What follows belongs to an exercise in optimizing a design on an open flow for small area and a short achievable clock period; a production flow would make more cautious choices.
Function was checked by simulation only, so behaviour that the tests miss may differ from the original.
Power is estimated from default activity; no workload was simulated.

==> inputs of run a <==
Design RISCV_2, start of the top module:
module RISCV_2(
input clk,
input reset,
input [31:0] instr,           
output [4:0] imem_addr,       
output [3:0] data4bitpart1,data4bitpart2,
output [6:0]sout_1,sout_2,
output wb_en,                 
output [4:0] wb_rd,
output [31:0] wb_data
);
export LEC_CHECK = 0
export CAP_MARGIN = 30
export CORE_MARGIN = 2
export CORE_UTILIZATION = 60
export SLEW_MARGIN = 30
export SYNTH_HIERARCHICAL = 1
export SYNTH_MINIMUM_KEEP_SIZE = 0
create_clock -name core_clock -period 16.0 [get_ports {clk}]
standard.sh (not shown) runs the stock make flow with config.mk's settings and CLKGATE_MAP_FILE= SYNTH_SCRIPT=/design/flow/synth_recipe.tcl, a recipe that flattens the netlist after the stock synthesis.
==> flow/flow/run.sh <==
#!/bin/bash
# The standard layout (standard.sh), with two changes to how it is made:
#  * the port buffers are buf_4 cells (buffer_ports otherwise picks the
#    slow clkdlybuf4s50_1 delay cell);
#  * clock tree: clkbuf_16 buffers over clusters of up to 25 sinks, and no
#    dummy loads.
set -o pipefail
export BUFFER_PORTS_ARGS="-buffer_cell sky130_fd_sc_hd__buf_4"
export CTS_ARGS="-sink_clustering_enable -repair_clock_nets -dont_use_dummy_load -buf_list sky130_fd_sc_hd__clkbuf_16 -sink_clustering_size 25 -sink_clustering_max_diameter 70"
bash standard.sh > standard.log 2>&1
==> inputs of run b, as changes to run a <==
==> flow/flow/run.sh (replaced) <==
#!/bin/bash
# The standard layout (standard.sh), with two changes to how it is made:
#  * the port buffers are buf_4 cells (buffer_ports otherwise picks the
#    slow clkdlybuf4s50_1 delay cell);
#  * clock tree: clkbuf_16 buffers over clusters of up to 30 sinks, and no
#    dummy loads.
set -o pipefail
export BUFFER_PORTS_ARGS="-buffer_cell sky130_fd_sc_hd__buf_4"
export CTS_ARGS="-sink_clustering_enable -repair_clock_nets -dont_use_dummy_load -buf_list sky130_fd_sc_hd__clkbuf_16 -sink_clustering_size 30 -sink_clustering_max_diameter 80"
bash standard.sh > standard.log 2>&1
- CORE_UTILIZATION: 60 -> 50
==> summary.txt <==
- Against run b, the non-clock buffer count of run a is lower by 7.
- Of run a and run b, run a has the higher total power (gap about 2.7%, measured against run b).
- Clock power: run a is larger than run b (8.0%).
- In run b the combinational power is smaller than in run a, by about 5%.
- Critical path depth: run b is higher than run a (26).
==> figures <==
| metric | run a | run b |
|---|---|---|
| Final clock skew | 0.107 ns | 0.179 ns |
| Run status | no timing/DRC/antenna violations | no timing/DRC/antenna violations |
| CTS buffer count | 142 | 121 |
| Share of power burned in the clock network | 0.336 | 0.319 |
| Sequential power share | 0.645 | 0.662 |
| Area Growth Syn to Fin | 7.80% | 7.83% |
| Slew at the pin closest to its max-slew limit | 1.15 ns | 1.20 ns |
| Starting density of the core | 0.602 | 0.504 |
| Worst-case reg-to-reg path depth | 26 | 29 |
| Placed cell area | 107,000 sq um | 108,000 sq um |
| Endpoint of the worst hold path | m_sd[17]$_DFF_P_ | m_sd[20]$_DFF_P_ |
| Crit Path Max Fanout | 14 | 8 |

==> inputs of run R <==
Another version of the RTL of RISCV_2 (not shown whole).
==> flow/config.mk <==
export PLATFORM = sky130hd
export DESIGN_NAME = RISCV_2
export DESIGN_NICKNAME = RISCV_2
export VERILOG_FILES = /design/flow/design.v
export SDC_FILE = /design/flow/constraint.sdc
export NUM_CORES = 4
export LEC_CHECK = 0
export CAP_MARGIN = 30
export CORE_MARGIN = 2
export CORE_UTILIZATION = 50
export SLEW_MARGIN = 30
export SYNTH_HIERARCHICAL = 1
export SYNTH_MINIMUM_KEEP_SIZE = 0
==> flow/constraint.sdc <==
create_clock -name core_clock -period 16.0 [get_ports {clk}]
set_input_delay 3.2000 -clock core_clock [delete_from_list [all_inputs] [get_ports {clk}]]
set_output_delay 3.2000 -clock core_clock [all_outputs]
set_load 0.01 [all_outputs]
==> flow/flow/run.sh <==
#!/bin/bash
# The standard layout (standard.sh), with two changes to how it is made:
#  * the port buffers are buf_4 cells (buffer_ports otherwise picks the
#    slow clkdlybuf4s50_1 delay cell);
#  * clock tree: clkbuf_16 buffers over clusters of up to 30 sinks, and no
#    dummy loads.
set -o pipefail
export BUFFER_PORTS_ARGS="-buffer_cell sky130_fd_sc_hd__buf_4"
export CTS_ARGS="-sink_clustering_enable -repair_clock_nets -dont_use_dummy_load -buf_list sky130_fd_sc_hd__clkbuf_16 -sink_clustering_size 30 -sink_clustering_max_diameter 80"
bash standard.sh > standard.log 2>&1
==> run K (differences from run R) <==
--- a/flow/design.v
+++ b/flow/design.v
@@ -9,19 +9,21 @@
 output [4:0] wb_rd,
 output [31:0] wb_data
 );
     reg  [4:0]  pc;                      
     reg  [31:0] d_ins;                   
     reg  [4:0]  d_ca;
     reg         d_br, d_jal;             
     reg  [4:0]  d_cr;                    
-    reg         e_rw, e_mw, e_sub, e_ldu;          
+    reg  [3:0]  d_r1h, d_r2h;            
+    reg  [7:0]  d_r1l, d_r2l;            
+    reg         e_rw, e_mw, e_sub;                 
     reg  [1:0]  e_rsrc;
-    reg  [2:0]  e_op;                    
+    reg  [6:0]  e_op;                    
     reg  [31:0] e_a, e_b;                
     reg  [4:0]  e_sh;                    
     reg         e_shz;                   
     reg  [3:0]  e_d1;                    
     reg  [31:0] e_rd2;                   
     reg  [4:0]  e_rd, e_na;
     reg         e_fl;                    
     reg         e_mis;                   
@@ -58,64 +60,68 @@
     wire [2:0] f3 = d_ins[14:12];
     wire [4:0] rs1 = d_ins[19:15];
     wire [4:0] rs2 = d_ins[24:20];
     wire dc_rw   = is_lw | is_r | is_i | is_jal | is_ldu;
     wire dc_asrc = is_lw | is_sw | is_i;
     wire [1:0] dc_rsrc = {is_jal | is_ldu, is_lw | is_sw | is_ldu};
     wire alu_f  = is_r | is_i;
     wire dc_sub = is_br | (alu_f & (f3 == 3'b010)) | (alu_f & (f3 == 3'b000) & d_ins[30]);
-    reg  [2:0] dc_op;
+    reg  [6:0] dc_op;
     always @(*) begin
-        dc_op = 3'd0;
-        if (alu_f)
+        dc_op = 7'b0000001;
+        if (is_ldu)
+            dc_op = 7'b1000000;
+        else if (alu_f)
             case (f3)
-                3'b100: dc_op = 3'd3;
-                3'b101: dc_op = 3'd5;
-                3'b010: dc_op = 3'd4;
-                3'b110: dc_op = 3'd2;
-                3'b111: dc_op = 3'd1;
-                default: dc_op = 3'd0;
+                3'b100: dc_op = 7'b0001000;
+                3'b101: dc_op = 7'b0100000;
+                3'b010: dc_op = 7'b0010000;
+                3'b110: dc_op = 7'b0000100;
+                3'b111: dc_op = 7'b0000010;
+                default: dc_op = 7'b0000001;
             endcase
     end
     wire [11:0] dc_imm = is_sw ? {d_ins[31:25], d_ins[11:7]} :
                          is_i  ? {d_ins[31], d_ins[31], d_ins[29:20]} :
                                  d_ins[31:20];
     wire [31:0] immx = {{20{dc_imm[11]}}, dc_imm};
-    wire [31:0] sel1 = rf_v & (32'd1 << rs1);
-    wire [31:0] sel2 = rf_v & (32'd1 << rs2);
+    wire [31:0] sel1, sel2;
+    genvar gi;
+    generate
+        for (gi = 0; gi < 32; gi = gi + 1) begin : rsel
+            assign sel1[gi] = rf_v[gi] & d_r1h[gi >> 3] & d_r1l[gi & 7];
+            assign sel2[gi] = rf_v[gi] & d_r2h[gi >> 3] & d_r2l[gi & 7];
+        end
+    endgenerate
     reg  [31:0] rd1, rd2;
     integer j;
     always @(*) begin
         rd1 = 32'd0;
         rd2 = 32'd0;
         for (j = 0; j < 32; j = j + 1) begin
             rd1 = rd1 | (rf[j] & {32{sel1[j]}});
             rd2 = rd2 | (rf[j] & {32{sel2[j]}});
         end
     end
     wire fwd_c = dc_rw | is_br;
     wire fa_m = fwd_c && rs1 != 5'd0 && rs1 == e_rd;
     wire fa_w = fwd_c && rs1 != 5'd0 && rs1 != e_rd && rs1 == m_rd;
     wire fb_m = fwd_c && rs2 != 5'd0 && rs2 == e_rd;
     wire fb_w = fwd_c && rs2 != 5'd0 && rs2 != e_rd && rs2 == m_rd;
-    wire [32:0] sum = {1'b0, e_a} + {1'b0, e_b} + {32'd0, e_sub};
+    wire [32:0] sum;
+    add33 alu_add(.a(e_a), .b(e_b), .cin(e_sub), .s(sum));
     wire [31:0] srl = e_shz ? 32'd0 : (e_a >> e_sh);
-    reg  [31:0] sol;
-    always @(*) begin
-        case (e_op)
-            3'd0: sol = sum[31:0];
-            3'd1: sol = e_a & e_b;
-            3'd2: sol = e_a | e_b;
-            3'd3: sol = e_a ^ e_b;
-            3'd4: sol = {31'd0, ~sum[32]};
-            default: sol = srl;
-        endcase
-    end
-    wire [31:0] solf = e_ldu ? e_b : sol;    
+    wire [31:0] solf = ({32{e_op[0]}} & sum[31:0]) |
+                       ({32{e_op[1]}} & (e_a & e_b)) |
+                       ({32{e_op[2]}} & (e_a | e_b)) |
+                       ({32{e_op[3]}} & (e_a ^ e_b)) |
+                       {31'd0, e_op[4] & ~sum[32]} |
+                       ({32{e_op[5]}} & srl) |
+                       ({32{e_op[6]}} & e_b);
     wire [7:0] bits = {1'b1, bp_b6, 1'b1, bp_b};
     assign mis = ~reset & e_mis;
     wire [31:0] seld = dm_v & m_sel;
     reg  [31:0] rdata;
     integer k;
     always @(*) begin
         rdata = 32'd0;
         for (k = 0; k < 32; k = k + 1)
@@ -131,26 +137,18 @@
     end
     wire [31:0] a_next = fa_m ? solf : fa_w ? wb_next : rd1;
     wire [31:0] b_next = is_ldu ? immx : fb_m ? solf : fb_w ? wb_next :
                          dc_asrc ? immx : rd2;
     wire blt30, beq30;
     cmp31 bcmp(.a(a_next[30:0]), .b(b_next[30:0]), .lt(blt30), .eq(beq30));
     wire beq  = beq30 & ~(a_next[31] ^ b_next[31]);
     wire bneg = a_next[31] ^ b_next[31] ^ blt30;
-    reg  bflag;
-    always @(*) begin
-        case (f3)
-            3'b000: bflag = beq;
-            3'b001: bflag = ~beq;
-            3'b010: bflag = bneg;
-            3'b011: bflag = ~bneg;
-            default: bflag = 1'b0;
-        endcase
-    end
+    wire bx = pbit_nx ^ f3[0];
+    wire bmis = f3[2] ? pbit_nx : f3[1] ? (bneg ^ bx) : (beq ^ bx);
     reg [2:0] cls_of;        
     always @(*) begin
         case (op)
             7'b0000011: cls_of = 3'd0;
             7'b0010011: cls_of = 3'd1;
             7'b0100011: cls_of = 3'd2;
             7'b0110011: cls_of = 3'd3;
             7'b0110111: cls_of = 3'd4;
@@ -190,29 +188,33 @@
     wire pbit_nx = pb;
     imem_out io(.reset(reset), .rq(rq), .d_br(d_br), .d_jal(d_jal), .e_mis(e_mis),
                 .q_of(q_of), .q_ct(q_ct), .q_eq(q_eq), .q_pr(q_pr),
                 .d_cr(d_cr), .bp_cr(bp_cr), .pc(pc), .bp_ar(bp_ar), .imem_addr(imem_addr));
     always @(posedge clk) begin
         rq <= reset;
         pc <= rq ? 5'd1 : ia_r + 5'd1;
         d_ins <= (e_mis & ~rq) ? 32'd0 : instr;
+        d_r1h <= (e_mis & ~rq) ? 4'd1 : (4'd1 << instr[19:18]);
+        d_r1l <= (e_mis & ~rq) ? 8'd1 : (8'd1 << instr[17:15]);
+        d_r2h <= (e_mis & ~rq) ? 4'd1 : (4'd1 << instr[24:23]);
+        d_r2l <= (e_mis & ~rq) ? 8'd1 : (8'd1 << instr[22:20]);
         d_ca  <= rq ? 5'd0 : ia_r;
         d_cr  <= (rq ? 5'd0 : ia_r) + instr[11:7];
         d_br  <= ~(e_mis & ~rq) & (instr[6:0] == 7'b1100011);
         d_jal <= ~(e_mis & ~rq) & (instr[6:0] == 7'b1101111);
         if (flush) begin
             e_rw <= 1'b0; e_mw <= 1'b0; e_rsrc <= 2'd0;
             e_d1 <= 4'd0; e_rd2[3:0] <= 4'd0; e_rd <= 5'd0; e_fl <= 1'b1; e_mis <= 1'b0;
         end else begin
             e_rw <= dc_rw; e_mw <= is_sw; e_rsrc <= dc_rsrc;
             e_d1 <= rd1[3:0]; e_rd2[3:0] <= rd2[3:0]; e_rd <= d_ins[11:7]; e_fl <= 1'b0;
-            e_mis <= is_br & (bflag ^ pbit_nx);
+            e_mis <= is_br & bmis;
         end
-        e_sub <= dc_sub; e_ldu <= is_ldu; e_op <= dc_op;
+        e_sub <= dc_sub; e_op <= dc_op;
         e_a <= a_next; e_b <= b_next ^ {32{dc_sub}}; e_rd2[31:4] <= rd2[31:4];
         e_sh <= b_next[4:0]; e_shz <= |b_next[31:5];
         e_na <= d_na;
         if (flush | e_fl) begin
             m_rw <= 1'b0; m_mw <= 1'b0; m_rsrc <= 2'd0; m_rd <= 5'd0; m_sol <= 32'd0;
         end else begin
             m_rw <= e_rw; m_mw <= e_mw; m_rsrc <= e_rsrc; m_rd <= e_rd; m_sol <= solf;
         end
@@ -331,17 +333,28 @@
     wire pm = d_br ? q_of ^ q_eq : ~q_ct;
     wire pb = e_mis ? pm : pn;
     wire take = e_mis | d_jal | (d_br & q_pr);
     wire [4:0] cr = d_br ? d_cr : bp_cr;
     wire [4:0] ar = d_br ? pc : bp_ar;
     wire [4:0] ia = take ? (pb ? cr : ar) : pc;
     wire [4:0] ia_rst = (rq | d_jal) ? 5'd0 : pc;
     wire [4:0] ia_nr  = rq ? 5'd0 : ia;
-    assign imem_addr = reset ? ia_rst : ia_nr;
+    genvar i;
+    generate
+        for (i = 0; i < 5; i = i + 1) begin : b
+            omux m(.s(reset), .a(ia_rst[i]), .b(ia_nr[i]), .y(imem_addr[i]));
+        end
+    endgenerate
+endmodule
+module omux(
+input s, a, b,
+output y
+);
+    assign y = s ? a : b;
 endmodule
 module d4_out(
 input reset, rq, mis,
 input [3:0] v,
 output [3:0] y
 );
     genvar i;
     generate
@@ -351,8 +364,36 @@
     endgenerate
 endmodule
 module d4_bit(
 input reset, a, nmis,
 output y
 );
     assign y = a & (reset | nmis);
 endmodule
+module add33(
+input [31:0] a, b,
+input cin,
+output [32:0] s
+);
+    wire [31:0] p = a ^ b;
+    wire [31:0] g0 = a & b;
+    wire [31:0] g[0:5];
+    wire [31:0] q[0:5];
+    assign g[0] = {g0[31:1], g0[0] | (p[0] & cin)};
+    assign q[0] = p;
+    genvar l, i;
+    generate
+        for (l = 0; l < 5; l = l + 1) begin : lv
+            for (i = 0; i < 32; i = i + 1) begin : bt
+                if ((i >> l) & 1) begin : c
+                    assign g[l+1][i] = g[l][i] | (q[l][i] & g[l][((i >> l) << l) - 1]);
+                    assign q[l+1][i] = q[l][i] & q[l][((i >> l) << l) - 1];
+                end else begin : k
+                    assign g[l+1][i] = g[l][i];
+                    assign q[l+1][i] = q[l][i];
+                end
+            end
+        end
+    endgenerate
+    wire [32:0] c = {g[5], cin};       
+    assign s = {c[32], p ^ c[31:0]};
+endmodule
==> flow/flow/run.sh (replaced) <==
#!/bin/bash
# The standard layout (standard.sh), with these changes to how it is made:
#  * the port buffers are buf_4 cells (buffer_ports otherwise picks the
#    slow clkdlybuf4s50_1 delay cell);
#  * clock tree: clkbuf_16 buffers over clusters of up to 25 sinks, and no
#    dummy loads;
#  * the timing repair steps aim for 9.2 ns of setup slack (the design's
#    constraints and clock period are unchanged).
set -o pipefail
export BUFFER_PORTS_ARGS="-buffer_cell sky130_fd_sc_hd__buf_4"
export CTS_ARGS="-sink_clustering_enable -repair_clock_nets -dont_use_dummy_load -buf_list sky130_fd_sc_hd__clkbuf_16 -sink_clustering_size 25 -sink_clustering_max_diameter 70"
export SETUP_SLACK_MARGIN=9.2
bash standard.sh > standard.log 2>&1
==> flow/config.mk (replaced) <==
export PLATFORM = sky130hd
export DESIGN_NAME = RISCV_2
export DESIGN_NICKNAME = RISCV_2
export VERILOG_FILES = /design/flow/design.v
export SDC_FILE = /design/flow/constraint.sdc
export NUM_CORES = 4
export LEC_CHECK = 0
export CAP_MARGIN = 30
export CORE_MARGIN = 2
export CORE_UTILIZATION = 65
export SLEW_MARGIN = 30
export SYNTH_HIERARCHICAL = 1
export SYNTH_MINIMUM_KEEP_SIZE = 0
==> comparison <==
In run K the flip-flop and latch count is higher than in run R, by 27.
Register-to-register slack: run K is higher than run R (0.89 ns).
Against run R, the critical path depth of run K is higher by 5.
Between run R and run K, the lower die area is in run K (gap about 30%, measured against run K).
In run K the synthesized cell count is smaller than in run R, by about 4%.
Of run K and run R, run R has the higher routed wire length (gap 7.8%, measured against run R).
Between run K and run R, the lower final cell count is in run K (gap 8.8%, measured against run R).
Between run K and run R, the lower hold slack is in run R (gap 0.035 ns).
==> figures <==
Outcome: run K no timing/DRC/antenna violations; run R no timing/DRC/antenna violations
Transition time of the tightest slew-check pin: run K 1.28 ns; run R 1.15 ns
Fraction of standard cell area in multi-input logic: run K 0.275; run R 0.281
Clock group total power: run K 3.59 mW; run R 3.31 mW
Clock latency of the later-clocked register in the worst-skew pair: run K 0.86 ns; run R 0.88 ns
Syn. warnings: run K 10; run R 9
Final core utilization: run K 0.705; run R 0.545
Critical-path cell with the highest stage delay: run K and3_2; run R a22oi_1
Clock network power share: run K 0.333; run R 0.317
Worst slack at placement: run K 8.81 ns; run R 8.30 ns
Non-Filler Instances: run K 9592; run R 10514
Estimated wirelength of the detail-placed design: run K 266000 um; run R 298000 um
Clk sink count: run K 2493; run R 2466
Largest voltage drop on the vdd net: run K 0.127 mV; run R 0.106 mV
Multi-input logic cell count: run K 4240; run R 4562
Met3 Routed Length: run K 86500 um; run R 72400 um
Horizontal die dimension: run K 402 um; run R 459 um
Mapped Cells: run K 7447; run R 7745

[what the ideal ports hide]
The results above use ideal ports. As a check the final layouts listed here were re-extracted and re-timed, cells and wires unchanged. Step 1: set_driving_cell puts a clkbuf_16 on clk and a buf_2 on each other input, an assumption about the parent block. Step 2 also shifts input and output timing later by t, the mid clock arrival at the registers, as if the neighbouring blocks saw the same clock. Three values: ideal, step 1, step 2; two values: the first two.
run | t, ns | setup slack, ns | latest minus earliest clock arrival (ns) | worst slew at a driven data input, ns | pins driven straight from the clock port
run a | 0.928 | 8.875 / 8.851 / 8.851 | 0.108 / 0.109 | 0.44 | 1
run b | 0.895 | 8.834 / 8.834 / 8.834 | 0.179 / 0.179 | 0.39 | 1
run R | 0.909 | 8.037 / 8.037 / 8.037 | 0.123 / 0.122 | 0.05 | 1
run K | 0.887 | 8.929 / 8.929 / 8.929 | 0.133 / 0.133 | 0.13 | 1
After both steps every run listed still meets setup and hold. The setup slack of run a, which loses most, moves by -0.024 ns with the drivers and by -0.024 ns with both steps.
